This is an optimization exercise on Yosys and OpenROAD, whose aim is small area and a short achievable clock period, not a production implementation. Only simulation tests tie the RTL to the original design; equivalence was not proved. No activity file was given, so power comes from the tool's default toggle rates.

==> flow/design.v <==
module memory_driver
    (
        input                               clk                 ,
        input                               rst                 ,
        input          [32      -1:0]       concatenated        ,
        input                               wr_en               ,
        input                               rd_en               ,
        output reg     [32      -1:0]       concatenated_out    ,
        output reg                          empty               ,
        output reg                          full
    );
    reg [2047:0] fifo_ram;           
    reg [6:0]    fifo_counter;       
    reg          wr_last;            
    reg          rd_last;            
    reg [5:0]    wr_pointer;         
    reg [63:0]   rd_sel;             
    reg          one;                
    reg          almost;             
    wire rd_ok = rd_en & ~empty;
    wire wr_ok = wr_en & (~full | rd_en);
    integer i;
    always @(posedge clk) begin
        for (i = 0; i < 64; i = i + 1)
            if (wr_ok && wr_pointer == i)
                fifo_ram[32*i +: 32] <= concatenated;
    end
    wire [31:0] ram_data;
    genvar b;
    generate
        for (b = 0; b < 32; b = b + 1) begin : g_bit
            wire [63:0] column;
            genvar r;
            for (r = 0; r < 64; r = r + 1) begin : g_row
                assign column[r] = fifo_ram[32*r + b];
            end
            read_or64 u_or (.d(column), .s(rd_sel), .y(ram_data[b]));
        end
    endgenerate
    always @(posedge clk) begin
        if (rst)
            concatenated_out <= 32'd0;
        else if (rd_ok)
            concatenated_out <= ram_data;
    end
    wire [6:0] count = wr_last ? (rd_last ? fifo_counter : fifo_counter + 7'd1)
                               : (rd_last ? fifo_counter - 7'd1 : fifo_counter);
    wire       two        = (count == 7'd2);
    wire       sixty_two  = (count == 7'd62);
    always @(posedge clk) begin
        if (rst) begin
            fifo_counter <= 7'd0;
            wr_last      <= 1'b0;
            rd_last      <= 1'b0;
            wr_pointer   <= 6'd0;
            rd_sel       <= 64'd1;
            empty        <= 1'b1;
            full         <= 1'b0;
            one          <= 1'b0;
            almost       <= 1'b0;
        end else begin
            fifo_counter <= count;
            wr_last      <= wr_ok;
            rd_last      <= rd_ok;
            if (wr_ok) wr_pointer <= wr_pointer + 6'd1;
            if (rd_ok) rd_sel <= {rd_sel[62:0], rd_sel[63]};
            empty  <= (empty & ~wr_en) | (one & rd_en & ~wr_en);
            full   <= (full & ~(rd_en & ~wr_en)) | (almost & wr_en & ~rd_en);
            one    <= wr_ok ? (rd_ok ? one    : empty)
                            : (rd_ok ? two    : one);
            almost <= wr_ok ? (rd_ok ? almost : sixty_two)
                            : (rd_ok ? full   : almost);
        end
    end
endmodule
module read_or64
    (
        input  [63:0] d,
        input  [63:0] s,
        output        y
    );
    wire [21:0] n;
    genvar g;
    generate
        for (g = 0; g < 21; g = g + 1) begin : g_aoi3
            aoi222 u (.a(d[3*g +: 3]), .b(s[3*g +: 3]), .y(n[g]));
        end
    endgenerate
    nand2 u21 (.a({d[63], s[63]}), .y(n[21]));
    wire [5:0] p;
    nand4 u_p0 (.a(n[3:0]),   .y(p[0]));
    nand4 u_p1 (.a(n[7:4]),   .y(p[1]));
    nand4 u_p2 (.a(n[11:8]),  .y(p[2]));
    nand4 u_p3 (.a(n[15:12]), .y(p[3]));
    nand4 u_p4 (.a(n[19:16]), .y(p[4]));
    nand2 u_p5 (.a(n[21:20]), .y(p[5]));
    wire [2:0] q;
    nor2 u_q0 (.a(p[1:0]), .y(q[0]));
    nor2 u_q1 (.a(p[3:2]), .y(q[1]));
    nor2 u_q2 (.a(p[5:4]), .y(q[2]));
    nand3 u_y (.a(q), .y(y));
endmodule
module aoi222 (input [2:0] a, input [2:0] b, output y);
    assign y = ~((a[0] & b[0]) | (a[1] & b[1]) | (a[2] & b[2]));
endmodule
module nand4 (input [3:0] a, output y);
    assign y = ~&a;
endmodule
module nand3 (input [2:0] a, output y);
    assign y = ~&a;
endmodule
module nand2 (input [1:0] a, output y);
    assign y = ~&a;
endmodule
module nor2 (input [1:0] a, output y);
    assign y = ~|a;
endmodule
clock: 5.0 ns
lec_check: 0
cap_margin: 20
core_margin: 2
core_utilization: 55
cts_cluster_diameter: 80
cts_cluster_size: 25
setup_slack_margin: 2.7
slew_margin: 20
synth_hierarchical: 1
synth_minimum_keep_size: 0
run.sh (not shown) runs the stock make flow with config.mk's settings and CLKGATE_MAP_FILE= SYNTH_SCRIPT=/design/flow/synth_recipe.tcl, a recipe that flattens the netlist after the stock synthesis.
Change:
--- a/flow/design.v
+++ b/flow/design.v
@@ -14,47 +14,58 @@
     reg          wr_last;            
     reg          rd_last;            
     reg [5:0]    wr_pointer;         
     reg [63:0]   rd_sel;             
+    reg [31:0]   stage_data;
+    reg [63:0]   row_we;             
+    reg          stage_bypass;       
     reg          one;                
     reg          almost;             
     wire rd_ok = rd_en & ~empty;
     wire wr_ok = wr_en & (~full | rd_en);
     integer i;
     always @(posedge clk) begin
+        stage_data <= concatenated;
         for (i = 0; i < 64; i = i + 1)
-            if (wr_ok && wr_pointer == i)
-                fifo_ram[32*i +: 32] <= concatenated;
+            if (row_we[i])
+                fifo_ram[32*i +: 32] <= stage_data;
     end
-    wire [31:0] ram_data;
+    wire [31:0] read_data;
     genvar b;
     generate
         for (b = 0; b < 32; b = b + 1) begin : g_bit
             wire [63:0] column;
             genvar r;
             for (r = 0; r < 64; r = r + 1) begin : g_row
                 assign column[r] = fifo_ram[32*r + b];
             end
-            read_or64 u_or (.d(column), .s(rd_sel), .y(ram_data[b]));
+            read_or64 u_or (.d(column), .s(rd_sel),
+                            .e(stage_data[b]), .es(stage_bypass),
+                            .y(read_data[b]));
         end
     endgenerate
     always @(posedge clk) begin
         if (rst)
             concatenated_out <= 32'd0;
         else if (rd_ok)
-            concatenated_out <= ram_data;
+            concatenated_out <= read_data;
     end
     wire [6:0] count = wr_last ? (rd_last ? fifo_counter : fifo_counter + 7'd1)
                                : (rd_last ? fifo_counter - 7'd1 : fifo_counter);
     wire       two        = (count == 7'd2);
     wire       sixty_two  = (count == 7'd62);
+    wire [63:0] rd_row      = rd_sel | (row_we & {64{stage_bypass}});
+    wire [63:0] rd_row_next = rd_ok ? {rd_row[62:0], rd_row[63]} : rd_row;
+    wire        bypass_next = wr_en & (empty | (one & rd_en));
     always @(posedge clk) begin
         if (rst) begin
             fifo_counter <= 7'd0;
             wr_last      <= 1'b0;
             rd_last      <= 1'b0;
             wr_pointer   <= 6'd0;
             rd_sel       <= 64'd1;
+            row_we       <= 64'd0;
+            stage_bypass <= 1'b0;
             empty        <= 1'b1;
             full         <= 1'b0;
             one          <= 1'b0;
             almost       <= 1'b0;
@@ -62,9 +73,12 @@
             fifo_counter <= count;
             wr_last      <= wr_ok;
             rd_last      <= rd_ok;
             if (wr_ok) wr_pointer <= wr_pointer + 6'd1;
-            if (rd_ok) rd_sel <= {rd_sel[62:0], rd_sel[63]};
+            rd_sel       <= bypass_next ? 64'd0 : rd_row_next;
+            for (i = 0; i < 64; i = i + 1)
+                row_we[i] <= wr_ok & (wr_pointer == i);
+            stage_bypass <= bypass_next;
             empty  <= (empty & ~wr_en) | (one & rd_en & ~wr_en);
             full   <= (full & ~(rd_en & ~wr_en)) | (almost & wr_en & ~rd_en);
             one    <= wr_ok ? (rd_ok ? one    : empty)
                             : (rd_ok ? two    : one);
@@ -76,25 +90,28 @@
 module read_or64
     (
         input  [63:0] d,
         input  [63:0] s,
+        input         e,
+        input         es,
         output        y
     );
-    wire [21:0] n;
+    wire [22:0] n;
     genvar g;
     generate
         for (g = 0; g < 21; g = g + 1) begin : g_aoi3
             aoi222 u (.a(d[3*g +: 3]), .b(s[3*g +: 3]), .y(n[g]));
         end
     endgenerate
     nand2 u21 (.a({d[63], s[63]}), .y(n[21]));
+    nand2 u22 (.a({e, es}), .y(n[22]));
     wire [5:0] p;
     nand4 u_p0 (.a(n[3:0]),   .y(p[0]));
     nand4 u_p1 (.a(n[7:4]),   .y(p[1]));
     nand4 u_p2 (.a(n[11:8]),  .y(p[2]));
     nand4 u_p3 (.a(n[15:12]), .y(p[3]));
     nand4 u_p4 (.a(n[19:16]), .y(p[4]));
-    nand2 u_p5 (.a(n[21:20]), .y(p[5]));
+    nand3 u_p5 (.a(n[22:20]), .y(p[5]));
     wire [2:0] q;
     nor2 u_q0 (.a(p[1:0]), .y(q[0]));
     nor2 u_q1 (.a(p[3:2]), .y(q[1]));
     nor2 u_q2 (.a(p[5:4]), .y(q[2]));
After rerunning:
- via count barely changes
- utilization decreases by 2.4 points
- final area increases by 0.51%
- combinational power decreases by about 35%
- maximum frequency increases by about 20%
- total power increases by about 3.7%
- routed wire length decreases by about 6%
- global-route usage decreases by 3.7 points
- setup slack is better by 0.46 ns
- area after synthesis increases by about 4.3%

==> re-timing with driven ports <==
The flow's constraints put no driver on any port. The routed layouts listed below were extracted and timed again, unchanged, in two steps. Step 1 assumes that a clkbuf_16 drives the clock port and a buf_2 every other input. Step 2, shift: input delay + t, output delay - t, t = (earliest + latest rising clock arrival at the registers) / 2. This alone moves slack from input paths to output paths. a / b / c = no drivers / after step 1 / after step 2; a / b = the first two.
| run | t (ns) | setup WS [ns] | worst setup path at the end |
|---|---|---|---|
| the first run | 0.828 | 2.158 / 2.158 / 2.020 | input to register |
| the second run | 0.836 | 2.616 / 2.590 / 2.066 | input to register |
After both steps setup and hold are still met in every run listed. The setup slack of the second run, which loses most, moves by -0.026 ns with the drivers and by -0.550 ns with both steps.
